This is an optimization exercise on Yosys and OpenROAD, whose aim is a short achievable clock period and few clock cycles, not a production implementation. Function was checked by simulation only, so behaviour that the tests miss may differ from the original. Power is estimated from default activity; no workload was simulated.

==> design/flow/design.v <==
module PipeLineCPU(
    input         clk,
    input         rst_n,
    output [15:0] imem_addr,
    input  [31:0] imem_rdata,
    output [15:0] dmem_addr,
    output        dmem_we,
    output [31:0] dmem_wdata,
    input  [31:0] dmem_rdata,
    output        debug_wb_have_inst,
    output [31:0] debug_wb_pc,
    output        debug_wb_ena,
    output [4:0]  debug_wb_reg,
    output [31:0] debug_wb_value
    );
    localparam BIB = 4;              
    localparam BN  = 1 << BIB;       
    localparam TW  = 16 - BIB;       
    reg  [31:0] pc;
    reg         btb_v   [0:BN-1];
    reg  [TW-1:0] btb_tag [0:BN-1];
    reg  [31:0] btb_tgt [0:BN-1];
    reg         btb_dir [0:BN-1];    
    reg         btb_ret [0:BN-1];    
    reg  [2:0]  btb_hist[0:BN-1];    
    reg  [15:0] btb_ctr [0:BN-1];    
    reg  [31:0] ras_q;               
    reg         ras_v;
    reg         d_valid;
    reg  [31:0] d_inst, d_pc, d_pc4, d_ptgt;
    reg         d_pt, d_hit;
    reg  [2:0]  d_h;
    reg  [15:0] d_c;
    reg         x_valid;
    reg  [31:0] x_a, x_b, x_sd, x_imm, x_pc, x_pc4, x_btgt, x_jcmp;
    reg  [31:0] m_fa, m_fb, m_fs;
    reg         x_s_add, x_s_sub, x_s_and, x_s_or, x_s_xor, x_s_sll, x_s_sr, x_s_slt, x_s_sltu, x_s_link;
    reg         x_sra;
    reg         x_c_eq, x_c_lt, x_c_ltu, x_c_odd, x_c_neg;
    reg  [4:0]  x_rd;
    reg         x_we, x_load, x_store, x_sw, x_br, x_jal, x_jalr;
    reg  [2:0]  x_f3;
    reg         x_pt, x_tok, x_fhit, x_rd0, x_hit;
    reg  [2:0]  x_h;
    reg  [15:0] x_c;
    reg  [31:0] x_ptgt;
    reg         m_valid;
    reg  [31:0] m_res, m_sd, m_pc;
    reg  [1:0]  m_off;
    reg  [4:0]  m_rd;
    reg         m_we, m_load, m_ssub, m_inrange;
    reg  [2:0]  m_f3;
    reg  [15:0] daddr_q;
    reg         dwe_q;
    reg  [31:0] dwdata_q;
    reg         u_en, u_taken, u_br, u_inval, u_jalr, u_rd0, u_hit;
    reg  [2:0]  u_h;
    reg  [15:0] u_c;
    reg  [31:0] u_pc, u_pc4, u_tgt;
    reg         w_valid, w_we;
    reg  [4:0]  w_rd;
    reg  [31:0] w_val, w_pc;
    reg  [31:0] rf [1:31];
    reg  [31:0] ld_val;
    function [31:0] ksadd;
        input [31:0] a;
        input [31:0] b;
        input        ci;
        reg   [31:0] p, gg, pp;
        integer i, k;
        begin
            p  = a ^ b;
            gg = a & b;
            pp = p;
            gg[0] = gg[0] | (p[0] & ci);
            for (k = 1; k < 32; k = k * 2)
                for (i = 31; i >= k; i = i - 1) begin
                    gg[i] = gg[i] | (pp[i] & gg[i-k]);
                    pp[i] = pp[i] & pp[i-k];
                end
            ksadd = p ^ {gg[30:0], ci};
        end
    endfunction
    function ltu_tree;
        input [31:0] a;
        input [31:0] b;
        reg   [31:0] l, e;
        integer i, k;
        begin
            l = ~a & b;
            e = ~(a ^ b);
            for (k = 1; k < 32; k = k * 2)
                for (i = 0; i < 32; i = i + 2 * k) begin
                    l[i] = l[i+k] | (e[i+k] & l[i]);
                    e[i] = e[i+k] & e[i];
                end
            ltu_tree = l[0];
        end
    endfunction
    wire [31:0]    pc4   = pc + 32'd4;
    reg  [BN-1:0]  f_oh;
    reg  [BN-1:0]  f_mt;
    reg            f_hit, f_pt, f_ret;
    reg  [15:0]    f_ctr;
    reg  [2:0]     f_h;
    reg  [31:0]    f_tgt;
    integer fi;
    always @(*) begin
        f_hit = 1'b0; f_pt = 1'b0; f_ret = 1'b0;
        f_ctr = 16'd0; f_h = 3'd0; f_tgt = 32'd0;
        for (fi = 0; fi < BN; fi = fi + 1) begin
            f_mt[fi] = btb_v[fi] && (btb_tag[fi] == pc[17:BIB+2]);
            f_hit = f_hit | (f_oh[fi] & f_mt[fi]);
            f_pt  = f_pt  | (f_oh[fi] & f_mt[fi] & btb_dir[fi]);
            f_ret = f_ret | (f_oh[fi] & btb_ret[fi]);
            f_ctr = f_ctr | ({16{f_oh[fi]}} & btb_ctr[fi]);
            f_h   = f_h   | ({3{f_oh[fi]}} & btb_hist[fi]);
            f_tgt = f_tgt | ({32{f_oh[fi]}} & btb_tgt[fi]);
        end
    end
    wire [31:0]    f_ptgt = (f_ret && ras_v) ? ras_q : f_tgt;
    assign imem_addr = pc[17:2];
    wire [BIB-1:0] u_idx = u_pc[BIB+1:2];
    wire [1:0]     u_co  = u_c[{u_h, 1'b0} +: 2];
    wire [1:0]     u_cn  = u_taken ? (u_co == 2'b11 ? 2'b11 : u_co + 2'b01)
                                   : (u_co == 2'b00 ? 2'b00 : u_co - 2'b01);
    reg  [15:0]    u_cnew;
    always @(*) begin
        u_cnew = u_c;
        u_cnew[{u_h, 1'b0} +: 2] = u_cn;
    end
    wire [2:0]     u_hn  = {u_h[1:0], u_taken};
    wire [6:0] op  = d_inst[6:0];
    wire [2:0] f3  = d_inst[14:12];
    wire [6:0] f7  = d_inst[31:25];
    wire [4:0] rd  = d_inst[11:7];
    wire [4:0] rs1 = d_inst[19:15];
    wire [4:0] rs2 = d_inst[24:20];
    wire is_alur  = op == 7'b0110011;
    wire is_alui  = op == 7'b0010011;
    wire is_load  = op == 7'b0000011;
    wire is_store = op == 7'b0100011;
    wire is_br    = op == 7'b1100011;
    wire is_jalr  = op == 7'b1100111 && f3 == 3'b000;
    wire is_lui   = op == 7'b0110111;
    wire is_auipc = op == 7'b0010111;
    wire is_jal   = op == 7'b1101111;
    wire uses1 = is_alur | is_alui | is_load | is_store | is_br | is_jalr;
    wire uses2 = is_alur | is_store | is_br;
    wire d_we  = is_alur | is_alui | is_load | is_jalr | is_lui | is_auipc | is_jal;
    wire [31:0] imm_i = {{20{d_inst[31]}}, d_inst[31:20]};
    wire [31:0] imm_s = {{20{d_inst[31]}}, d_inst[31:25], d_inst[11:7]};
    wire [31:0] imm_b = {{19{d_inst[31]}}, d_inst[31], d_inst[7], d_inst[30:25], d_inst[11:8], 1'b0};
    wire [31:0] imm_u = {d_inst[31:12], 12'b0};
    wire [31:0] imm_j = {{11{d_inst[31]}}, d_inst[31], d_inst[19:12], d_inst[20], d_inst[30:21], 1'b0};
    wire        shimm = is_alui && (f3 == 3'b001 || f3 == 3'b101);
    wire [31:0] imm_sh = {27'b0, d_inst[24:20]};
    wire [31:0] d_imm = is_store ? imm_s :
                        (is_lui | is_auipc) ? imm_u :
                        shimm ? imm_sh : imm_i;
    wire [31:0] d_jtgt = ksadd(d_pc, imm_j, 1'b0);
    wire [31:0] d_bbtgt = ksadd(d_pc, imm_b, 1'b0);
    wire [31:0] d_btgt = is_jal ? d_jtgt : d_bbtgt;
    wire        w_wr  = w_valid & w_we;
    wire [31:0] rf1   = (rs1 == 5'd0) ? 32'd0 : rf[rs1];
    wire [31:0] rf2   = (rs2 == 5'd0) ? 32'd0 : rf[rs2];
    wire [31:0] rb1   = (w_wr && w_rd == rs1 && rs1 != 5'd0) ? w_val : rf1;
    wire [31:0] rb2   = (w_wr && w_rd == rs2 && rs2 != 5'd0) ? w_val : rf2;
    wire x_wr = x_valid & x_we;
    wire m_wr = m_valid & m_we;
    wire m1 = x_wr && x_rd == rs1 && rs1 != 5'd0;
    wire m2 = x_wr && x_rd == rs2 && rs2 != 5'd0;
    wire w1 = m_wr && m_rd == rs1 && rs1 != 5'd0;
    wire w2 = m_wr && m_rd == rs2 && rs2 != 5'd0;
    wire [31:0] m_fwd = m_load ? ld_val : m_res;
    wire [31:0] rv1   = w1 ? m_fwd : rb1;
    wire [31:0] rv2   = w2 ? m_fwd : rb2;
    wire a_is_reg = ~(is_lui | is_auipc | is_jal);
    wire b_is_reg = is_alur | is_br;
    wire ld_use   = x_valid & x_load & (x_rd != 5'd0) &
                    ((uses1 && rs1 == x_rd) || (uses2 && rs2 == x_rd));
    wire mem_conf = x_valid & x_store & ~x_sw & (is_load | is_store);
    wire stall    = d_valid & (ld_use | mem_conf);
    reg s_add, s_sub, s_and, s_or, s_xor, s_sll, s_sr, s_sra, s_slt, s_sltu;
    always @(*) begin
        s_add = 1'b0; s_sub = 1'b0; s_and = 1'b0; s_or = 1'b0; s_xor = 1'b0;
        s_sll = 1'b0; s_sr = 1'b0; s_sra = 1'b0; s_slt = 1'b0; s_sltu = 1'b0;
        if (is_alur | is_alui) begin
            case (f3)
                3'b000: if (is_alur && f7 == 7'b0100000) s_sub = 1'b1; else s_add = 1'b1;
                3'b001: s_sll = 1'b1;
                3'b010: s_slt = 1'b1;
                3'b011: s_sltu = 1'b1;
                3'b100: s_xor = 1'b1;
                3'b101: if (f7 == 7'b0000000) s_sr = 1'b1;
                        else if (f7 == 7'b0100000) begin s_sr = 1'b1; s_sra = 1'b1; end
                        else s_add = 1'b1;
                3'b110: s_or = 1'b1;
                default: s_and = 1'b1;
            endcase
        end else if (is_load | is_store | is_lui | is_auipc) begin
            s_add = 1'b1;
        end
    end
    wire s_link = is_jal | is_jalr;
    wire d_nonctl_pt = d_pt & ~(is_br | is_jal | is_jalr);
    wire d_jal_miss  = is_jal & ~d_pt;
    wire d_bwd_miss  = is_br & ~d_hit & d_inst[31];
    wire d_redirect  = d_valid & ~stall & (d_nonctl_pt | d_jal_miss | d_bwd_miss);
    wire [31:0] d_rtgt = d_nonctl_pt ? d_pc4 : d_btgt;
    wire d_pt_eff = (is_jal | is_br) ? (d_pt | d_jal_miss | d_bwd_miss) : (is_jalr & d_pt);
    wire d_tok    = d_jal_miss | d_bwd_miss;    
    wire [31:0] A  = x_a  | m_fa;
    wire [31:0] B  = x_b  | m_fb;
    wire [31:0] SD = x_sd | m_fs;
    wire [31:0] sum  = ksadd(A, B, 1'b0);
    wire [31:0] dif  = ksadd(A, ~B, 1'b1);
    wire eq  = A == B;
    wire ltu = ltu_tree(A, B);
    wire lt  = ltu_tree({~A[31], A[30:0]}, {~B[31], B[30:0]});
    wire [31:0] shl  = A << B[4:0];
    wire [31:0] shr  = $signed({x_sra & A[31], A}) >>> B[4:0];
    wire [31:0] agu   = ksadd(A, x_imm, 1'b0);
    function [31:0] alu_pick;
        input [9:0]  s;
        input [31:0] r_add, r_sub, r_and, r_or, r_xor, r_sll, r_sr, r_link;
        input        r_slt, r_sltu;
        alu_pick = ({32{s[0]}} & r_add) | ({32{s[1]}} & r_sub) |
                   ({32{s[2]}} & r_and) | ({32{s[3]}} & r_or)  |
                   ({32{s[4]}} & r_xor) | ({32{s[5]}} & r_sll) |
                   ({32{s[6]}} & r_sr)  | ({32{s[7]}} & {31'b0, r_slt}) |
                   ({32{s[8]}} & {31'b0, r_sltu}) | ({32{s[9]}} & r_link);
    endfunction
    wire [9:0]  x_sel = {x_s_link, x_s_sltu, x_s_slt, x_s_sr, x_s_sll,
                         x_s_xor, x_s_or, x_s_and, x_s_sub, x_s_add};
    wire [31:0] x_res = alu_pick(x_sel, sum, dif, A & B, A | B, A ^ B, shl, shr, x_pc4, lt, ltu);
    wire        g_fa  = a_is_reg & m1;
    wire        g_fb  = b_is_reg & m2;
    wire [31:0] res_fa = alu_pick(x_sel & {10{g_fa}}, sum, dif, A & B, A | B, A ^ B, shl, shr, x_pc4, lt, ltu);
    wire [31:0] res_fb = alu_pick(x_sel & {10{g_fb}}, sum, dif, A & B, A | B, A ^ B, shl, shr, x_pc4, lt, ltu);
    wire [31:0] res_fs = alu_pick(x_sel & {10{m2}},   sum, dif, A & B, A | B, A ^ B, shl, shr, x_pc4, lt, ltu);
    wire x_cond  = (x_c_eq & eq) | (x_c_lt & lt) | (x_c_ltu & ltu) | (x_c_odd & (A[0] ^ B[0]));
    wire x_taken = x_cond ^ x_c_neg;
    wire x_tgt_ok   = x_tok | (x_ptgt == x_btgt);
    wire jalr_ok    = x_pt & (A == x_jcmp);
    wire jmiss      = (x_jal & ~x_tgt_ok) | (x_jalr & ~jalr_ok);
    wire redir_t    = x_valid & ((x_br & ~(x_pt & x_tgt_ok)) | jmiss);
    wire redir_n    = x_valid & ((x_br & x_pt) | jmiss);
    wire [31:0] tgt_t = x_jalr ? agu : x_btgt;
    wire [31:0] tgt_n = x_jalr ? agu : x_br ? x_pc4 : x_btgt;
    wire x_redirect = x_cond ? (x_c_neg ? redir_n : redir_t) : (x_c_neg ? redir_t : redir_n);
    wire x_inrange = ~(|agu[31:23]) & ~(agu[22] & agu[21]);
    assign dmem_addr  = daddr_q;
    assign dmem_we    = dwe_q;
    assign dmem_wdata = dwdata_q;
    wire [31:0] rdw = m_inrange ? dmem_rdata : 32'd0;
    wire [7:0]  ld_b = m_off[1] ? (m_off[0] ? rdw[31:24] : rdw[23:16])
                                : (m_off[0] ? rdw[15:8]  : rdw[7:0]);
    wire [15:0] ld_h = m_off[1] ? rdw[31:16] : rdw[15:0];
    always @(*) begin
        case (m_f3)
            3'b100:  ld_val = {24'b0, ld_b};
            3'b001:  ld_val = {{16{ld_h[15]}}, ld_h};
            3'b101:  ld_val = {16'b0, ld_h};
            3'b010:  ld_val = rdw;
            default: ld_val = {{24{ld_b[7]}}, ld_b};
        endcase
    end
    reg [31:0] st_merge;
    always @(*) begin
        st_merge = dmem_rdata;
        if (m_f3 == 3'b001) begin
            if (m_off[1]) st_merge[31:16] = m_sd[15:0];
            else          st_merge[15:0]  = m_sd[15:0];
        end else begin
            case (m_off)
                2'b00: st_merge[7:0]   = m_sd[7:0];
                2'b01: st_merge[15:8]  = m_sd[7:0];
                2'b10: st_merge[23:16] = m_sd[7:0];
                default: st_merge[31:24] = m_sd[7:0];
            endcase
        end
    end
    wire m_rmw = m_valid & m_ssub;
    assign debug_wb_have_inst = w_valid;
    assign debug_wb_pc        = w_pc;
    assign debug_wb_ena       = w_we;
    assign debug_wb_reg       = w_rd;
    assign debug_wb_value     = w_val;
    reg [31:0] pc_norm;
    always @(*) begin
        if (stall)           pc_norm = pc;
        else if (d_redirect) pc_norm = d_rtgt;
        else if (f_pt)       pc_norm = f_ptgt;
        else                 pc_norm = pc4;
    end
    wire [31:0] pc_t = redir_t ? tgt_t : pc_norm;
    wire [31:0] pc_nt = redir_n ? tgt_n : pc_norm;
    wire [31:0] pc_c1 = x_c_neg ? pc_nt : pc_t;
    wire [31:0] pc_c0 = x_c_neg ? pc_t : pc_nt;
    wire [31:0] pc_n = x_cond ? pc_c1 : pc_c0;
    reg  [BN-1:0] oh_n;
    integer oi;
    always @(*) begin
        for (oi = 0; oi < BN; oi = oi + 1)
            oh_n[oi] = (pc_n[BIB+1:2] == oi);
    end
    integer i;
    always @(posedge clk or negedge rst_n) begin
        if (~rst_n) begin
            pc      <= 32'd0;
            f_oh    <= {{(BN-1){1'b0}}, 1'b1};
            d_valid <= 1'b0;
            x_valid <= 1'b0;
            m_valid <= 1'b0;
            w_valid <= 1'b0;
            dwe_q   <= 1'b0;
            u_en    <= 1'b0;
            ras_v   <= 1'b0;
            for (i = 0; i < BN; i = i + 1) btb_v[i] <= 1'b0;
        end else begin
            pc      <= pc_n;
            f_oh    <= oh_n;
            d_valid <= x_redirect ? 1'b0 : stall ? d_valid : ~d_redirect;
            x_valid <= d_valid & ~stall & ~x_redirect;
            m_valid <= x_valid;
            w_valid <= m_valid;
            dwe_q   <= (x_valid & x_store & x_sw & x_inrange) | (m_rmw & m_inrange);
            u_en    <= x_valid & (x_br | x_jal | x_jalr | x_fhit);
            if (u_en & ~u_inval & ~u_br) begin
                if (~u_rd0)     ras_v <= 1'b1;
                else if (u_jalr) ras_v <= 1'b0;
            end
            if (u_en) begin
                if (u_inval) begin
                    if (u_hit) btb_v[u_idx] <= 1'b0;
                end else if (~u_br | u_taken) begin
                    btb_v[u_idx] <= 1'b1;
                end
            end
        end
    end
    always @(posedge clk or negedge rst_n) begin
        if (~rst_n) begin
            for (i = 1; i < 32; i = i + 1) rf[i] <= 32'd0;
        end else if (w_valid & w_we & (w_rd != 5'd0)) begin
            rf[w_rd] <= w_val;
        end
    end
    always @(posedge clk) begin
        if (u_en & ~u_inval & (~u_br | u_taken | u_hit)) begin
            btb_tag[u_idx]  <= u_pc[17:BIB+2];
            if (u_taken) btb_tgt[u_idx] <= u_tgt;
            btb_dir[u_idx]  <= ~u_br | ~u_hit | u_cnew[{u_hn, 1'b1}];
            btb_ret[u_idx]  <= u_jalr & u_rd0;
            btb_hist[u_idx] <= (u_br & u_hit) ? u_hn : 3'b001;
            btb_ctr[u_idx]  <= (u_br & u_hit) ? u_cnew : 16'haaaa;
        end
        if (u_en & ~u_inval & ~u_br & ~u_rd0) ras_q <= u_pc4;
        if (~stall) begin
            d_inst <= imem_rdata;
            d_pc   <= pc;
            d_pc4  <= pc4;
            d_pt   <= f_pt;
            d_ptgt <= f_ptgt;
            d_hit  <= f_hit;
            d_h    <= f_h;
            d_c    <= f_ctr;
        end
        x_a    <= (is_auipc | is_jal) ? d_pc : (is_lui | m1) ? 32'd0 : rv1;
        x_b    <= b_is_reg ? (m2 ? 32'd0 : rv2) : d_imm;
        x_sd   <= m2 ? 32'd0 : rv2;
        x_imm  <= d_imm;
        m_fa   <= res_fa;
        m_fb   <= res_fb;
        m_fs   <= res_fs;
        x_s_add <= s_add; x_s_sub <= s_sub; x_s_and <= s_and; x_s_or <= s_or;
        x_s_xor <= s_xor; x_s_sll <= s_sll; x_s_sr <= s_sr; x_sra <= s_sra;
        x_s_slt <= s_slt; x_s_sltu <= s_sltu; x_s_link <= s_link;
        x_c_eq  <= is_br & (f3[2:1] == 2'b00);
        x_c_odd <= is_br & (f3[2:1] == 2'b01);
        x_c_lt  <= is_br & (f3[2:1] == 2'b10);
        x_c_ltu <= is_br & (f3[2:1] == 2'b11);
        x_c_neg <= is_br & f3[0] & (f3[2:1] != 2'b01);
        x_rd    <= rd;
        x_we    <= d_we;
        x_load  <= is_load;
        x_store <= is_store;
        x_sw    <= f3 == 3'b010;
        x_f3    <= f3;
        x_br    <= is_br;
        x_jal   <= is_jal;
        x_jalr  <= is_jalr;
        x_pc    <= d_pc;
        x_pc4   <= d_pc4;
        x_btgt  <= d_btgt;
        x_jcmp  <= d_ptgt - imm_i;
        x_pt    <= d_pt_eff;
        x_tok   <= d_tok;
        x_ptgt  <= d_ptgt;
        x_rd0   <= rd == 5'd0;
        x_hit   <= d_hit;
        x_h     <= d_h;
        x_c     <= d_c;
        x_fhit  <= d_nonctl_pt;
        m_res    <= x_res;
        m_sd     <= SD;
        m_pc     <= x_pc;
        m_off    <= agu[1:0];
        m_rd     <= x_rd;
        m_we     <= x_we;
        m_load   <= x_load;
        m_ssub   <= x_store & ~x_sw;
        m_inrange <= x_inrange;
        m_f3     <= x_f3;
        daddr_q  <= m_rmw ? daddr_q : agu[17:2];
        dwdata_q <= m_rmw ? st_merge : SD;
        u_taken <= x_jal | x_jalr | (x_br & x_taken);
        u_br    <= x_br;
        u_inval <= ~(x_br | x_jal | x_jalr);
        u_jalr  <= x_jalr;
        u_hit   <= x_hit;
        u_h     <= x_h;
        u_c     <= x_c;
        u_rd0   <= x_rd0;
        u_pc    <= x_pc;
        u_pc4   <= x_pc4;
        u_tgt   <= x_jalr ? agu : x_btgt;
        w_we  <= m_we;
        w_rd  <= m_rd;
        w_pc  <= m_pc;
        w_val <= m_fwd;
    end
endmodule
==> design/flow/flow/run.sh <==
#!/bin/bash
set -euo pipefail
bash standard.sh SETUP_SLACK_MARGIN=8 finish > orfs_make.log 2>&1
==> design/flow/standard.sh <==
#!/bin/bash
# synth_recipe.tcl (not shown) runs the flow's synth.tcl, then flattens the netlist and writes it again
# the make line also repeats each setting of config.mk as NAME=value (left out here)
make -C /OpenROAD-flow-scripts/flow DESIGN_CONFIG=/design/flow/config.mk WORK_HOME=/design/flow/orfs CLKGATE_MAP_FILE= SYNTH_SCRIPT=/design/flow/synth_recipe.tcl "${@:-finish}"
==> design/flow/config.mk <==
export PLATFORM = sky130hd
export DESIGN_NAME = PipeLineCPU
export DESIGN_NICKNAME = PipeLineCPU
export VERILOG_FILES = /design/flow/design.v
export SDC_FILE = /design/flow/constraint.sdc
export NUM_CORES = 4
export LEC_CHECK = 0
export CAP_MARGIN = 20
export CORE_MARGIN = 2
export CORE_UTILIZATION = 30
export PLACE_DENSITY = 0.5
export SETUP_SLACK_MARGIN = 5
export SLEW_MARGIN = 20
export TNS_END_PERCENT = 100
==> design/flow/constraint.sdc <==
create_clock -name core_clock -period 11.0 [get_ports {clk}]
set_input_delay 2.2000 -clock core_clock [delete_from_list [all_inputs] [get_ports {clk}]]
set_output_delay 2.2000 -clock core_clock [all_outputs]
set_load 0.01 [all_outputs]
==> impl_metrics.yaml <==
run_status:
  status: "complete, no violations"
timing:
  drv_slew: 0
  period_needed_ns: 4.31
  skew_ns: 0.0783
  slew-limit-headroom_pct: 13.9
  fmax_mhz: 232
  max_slew.worst_pin.slew_ns: 1.29
  hold_viol_final: 0
  min_period_over_period_pct: 39.2
  rsz0062_at_grt: "yes"
  setup_viol: 0
  fin_setup_tns_ns: 0
clocking:
  root_buffer: "clkbuf_16"
  cts_inserted_buffers: 339
  cts_tree: "done"
  clk_path_buf_depth: 4
  clk_pin_slew_ns: 0.06
  clkLatencyLatePin_ns: 1.03
  clock_sinks: 3017
  htreeDepth: 5
global_route:
  use_met2_pct: 42.6
  antenna_found_initial: 69
  grt-ovfl-total: 0
  grt_usage_pct: 29.8
  grt_use_met1_pct: 37.0
  grt_busiest_layer: "met2"
  grt_pass1_wl_um: 940000
  grt.met3_usage_pct: 11.9
  grt_pass1_vias: 109000
  grt_max_degree: 114
pwr:
  ir_drop_uv: 172
  power.total_uw: 36400
  clockPowerShare_pct: 32.7
  power.leakage_uw: 0.0708
  p_int_uw: 23800
  power_switching_share_pct: 34.5
  p_per_area_nw_per_um2: 201
  combPwrFrac_pct: 26.7
  power_frac_seq_pct: 40.6
  p_sw_uw: 12500
worst_setup_path:
  crit_family: "compound AO/OA/AOI/OAI gates"
  start_kind: "flip-flop"
  crit_path_end_kind: "flip-flop"
  worstPathArrival_ns: 5.16
  crit_chain: "or2_4 -> ha_4 -> or4_4 -> nand4b_1 -> a41oi_2 -> o211ai_1 -> o211ai_4 -> buf_12 -> nor4_4 -> buf_6 -> o31a_4 -> a31oi_4 -> buf_6 -> a21oi_4 -> buf_12 -> o22a_1 -> o221a_2"
  worst-path-buf-inv: 4
  critPathKind: "reg -> reg"
  cp_max_fo: 16
  rr_worst_depth: 17
  reg2reg_from: "x_b[12]"
  r2r_slack_ns: 6.69
  max_stage_delay_ns: 0.55
  cp.required_ns: 11.85
  worstReg2RegEnd: "pc[11]"
  slowest_stage: "or4_4"
cells_and_area:
  final_util_pct: 40.5
  fin_nets: 12600
  post_route_cells_drive_above_1_share_pct: 38.3
  final_common_cell: "edfxtp_1"
  area_delta_synth_final_pct: 34.5
  final_cell_mix: "1235 x edfxtp_1, 1029 x dfrtp_1, 1004 x mux2_2"
worst_hold_path:
  min_path_cells: 0
  hold_class: "reg -> reg"
  holdCritStartpoint: "x_pc[18]"
  hold-path-endpoint: "m_pc[18]"
detailed_routing:
  wl_um: 713000
  vias_per_cell: 6.23
  drtPass1Iterations: 11
  antenna_left: 0
  wire_per_inst_um: 38.6
  drtIter0Drc: 19100
  vias: 115000
  remaining_drc_errors: 0
yosys:
  synthArstFlopShare_pct: 35.2
  synth_ff_type: "edfxtp_1"
  avgSynthCellArea_um2: 12.2
  synth-edff-count: 1235
  synth_cell_types: 118
  synth.net_count: 11300
  syn_inst: 11000
  seq_area_frac_synth_pct: 58.1
  yosys_warnings: 3
  ys_ff_latch: 3017
  syn_area_um2: 134000
floorplanning:
  design.die.area_um2: 453000
  die_height_um: 673
  start_util_pct: 30.2
  core_um2: 446000
  io_pins: 202
  rows: 245
  die_w_um: 673
placement:
  io_buffers: 201
  dp_hpwl_um: 409000
  globalplace.congestion: 0.975
flow_run:
  cap_violations: 0
## flip-flops by register name, indices dropped and copies added, names as in the netlist, 48 cells and up
| name | flops |
|---|---|
| rf | 992 |
| btb_tgt | 512 |
| btb_ctr | 256 |
| btb_tag | 192 |
| btb_hist | 48 |
## worst max-delay path by stage
stage               startpoint       end  slack [ns]  cells after the start
CTS                    x_b[27]    pc[11]        6.83                     17
global placement      m_fa[23]   f_oh[6]        5.45                     14
global route           x_a[10]    pc[11]        6.65                     18
finish                 x_b[12]    pc[11]        6.69                     17
detailed placement    m_fa[23]  f_oh[15]        5.33                     13
floorplan               x_b[2]  m_fa[25]        7.12                     18
## through the flow
step | cell area [um2] | cells | hold slack [ns] | setup slack, ns
after floorplan | 136000 | 11000 | 0.310 | 7.12
after global placement | 145000 | 16700 | 0.310 | 5.45
after detailed placement | 146000 | 16700 | 0.312 | 5.33
after CTS | 175000 | 18200 | 0.312 | 6.83
after global routing | 181000 | 18500 | 0.326 | 6.65
final | 181000 | 18500 | 0.310 | 6.69
## per-layer routing
layer / part of all wire [%] / vias to the layer above
met4: 8.3 / 66
met5: 0.20 / -
met1: 37 / 58600
li1: - / 44600
met2: 41 / 9149
met3: 13 / 2763
## power by group through the flow
stage / Combinational [uW] / Sequential (uW) / Clock, uW
after floorplan: 4200 / 14000 / 0
after global placement: 7250 / 15000 / 0
after detailed placement: 7270 / 15000 / 0
after CTS: 9050 / 14700 / 12000
after global routing: 10000 / 14800 / 12400
final: 9720 / 14800 / 11900
## kinds of logic after synthesis
family,synth area share [%]
simple gates,8.07
mux,9.85
compound gates,15.8
xor+xnor,2.84
fa+ha+maj,2.34
buf+inv,3.02
flops,58.1
## cells in the mapped netlist, types with 23 or more instances
cell | count | area share, %
nand4_1 | 232 | 1.1
nand3_1 | 223 | 0.83
nor2b_1 | 37 | 0.17
ha_1 | 242 | 2.3
xnor2_1 | 369 | 2.4
xor2_1 | 66 | 0.43
inv_1 | 221 | 0.62
or2_2 | 90 | 0.42
o21ai_0 | 379 | 1.4
dfxtp_1 | 719 | 11
nor3_1 | 168 | 0.63
o31ai_1 | 23 | 0.13
a21o_1 | 71 | 0.40
nor2_1 | 583 | 1.6
and3_1 | 51 | 0.24
a31oi_1 | 59 | 0.27
dfrtp_1 | 1062 | 20
a22o_1 | 329 | 2.1
edfxtp_1 | 1235 | 28
nand2_1 | 568 | 1.6
nor4_1 | 77 | 0.36
mux2_2 | 1050 | 8.8
o21a_1 | 32 | 0.18
o22ai_1 | 32 | 0.15
a221oi_1 | 346 | 2.3
mux4_2 | 24 | 0.40
buf_1 | 141 | 0.39
and2_1 | 36 | 0.17
o21bai_1 | 33 | 0.18
o221ai_1 | 33 | 0.22
nand2b_1 | 49 | 0.23
o211ai_1 | 61 | 0.34
a22oi_1 | 697 | 3.9
mux2i_1 | 87 | 0.65
buf_2 | 41 | 0.15
a211oi_1 | 81 | 0.45
clkbuf_1 | 605 | 1.7
or3_1 | 25 | 0.12
a21oi_1 | 416 | 1.5
a222oi_1 | 66 | 0.49
a2bb2oi_1 | 25 | 0.16
## area by class of cell
class,instances,area [um2]
antenna,43,108
clock buffer,467,9640
clock inverter,162,1940
fill,41400,265000
inverter,231,998
multi-input combinational,6980,62200
sequential,3017,78400
tap,5928,7420
timing repair buffer,1671,20000
timing repair inverter,5,37.5
## what timing repair did
item                                    in CTS  in global routing
gates resized for setup                   2656                715
pin swaps                                  533                466
cloned                                      93                 15
hold buffers                                 0                  0
endpoints found under the setup margin    2038               1032
setup buffers                              743                283
endpoints found under the hold margin        0                  0
Testbench counts, summed over its fixed seeds: cycles 58,523.

-- re-timing with driven ports --
How much do the figures lean on ideal ports? The routed layout below was timed once more, with nothing changed but the port constraints. Step 1, drivers: a clkbuf_16 drives clk and a buf_2 each remaining input, both assumed. Step 2, shift: input delay + t, output delay - t, t = (earliest + latest rising clock arrival at the registers) / 2. This alone moves slack from input paths to output paths. a / b / c = no drivers / after step 1 / after step 2; a / b = the first two.
shift t [ns]: 1.077
setup slack, ns: 6.686 / 6.686 / 6.637
clock arrival spread, ns: 0.101 / 0.102
cell pins on the clock port's net: 1
After both steps setup and hold are still met in this run. The setup slack of this run moves by 0.000 ns with the drivers and by -0.049 ns with both steps.
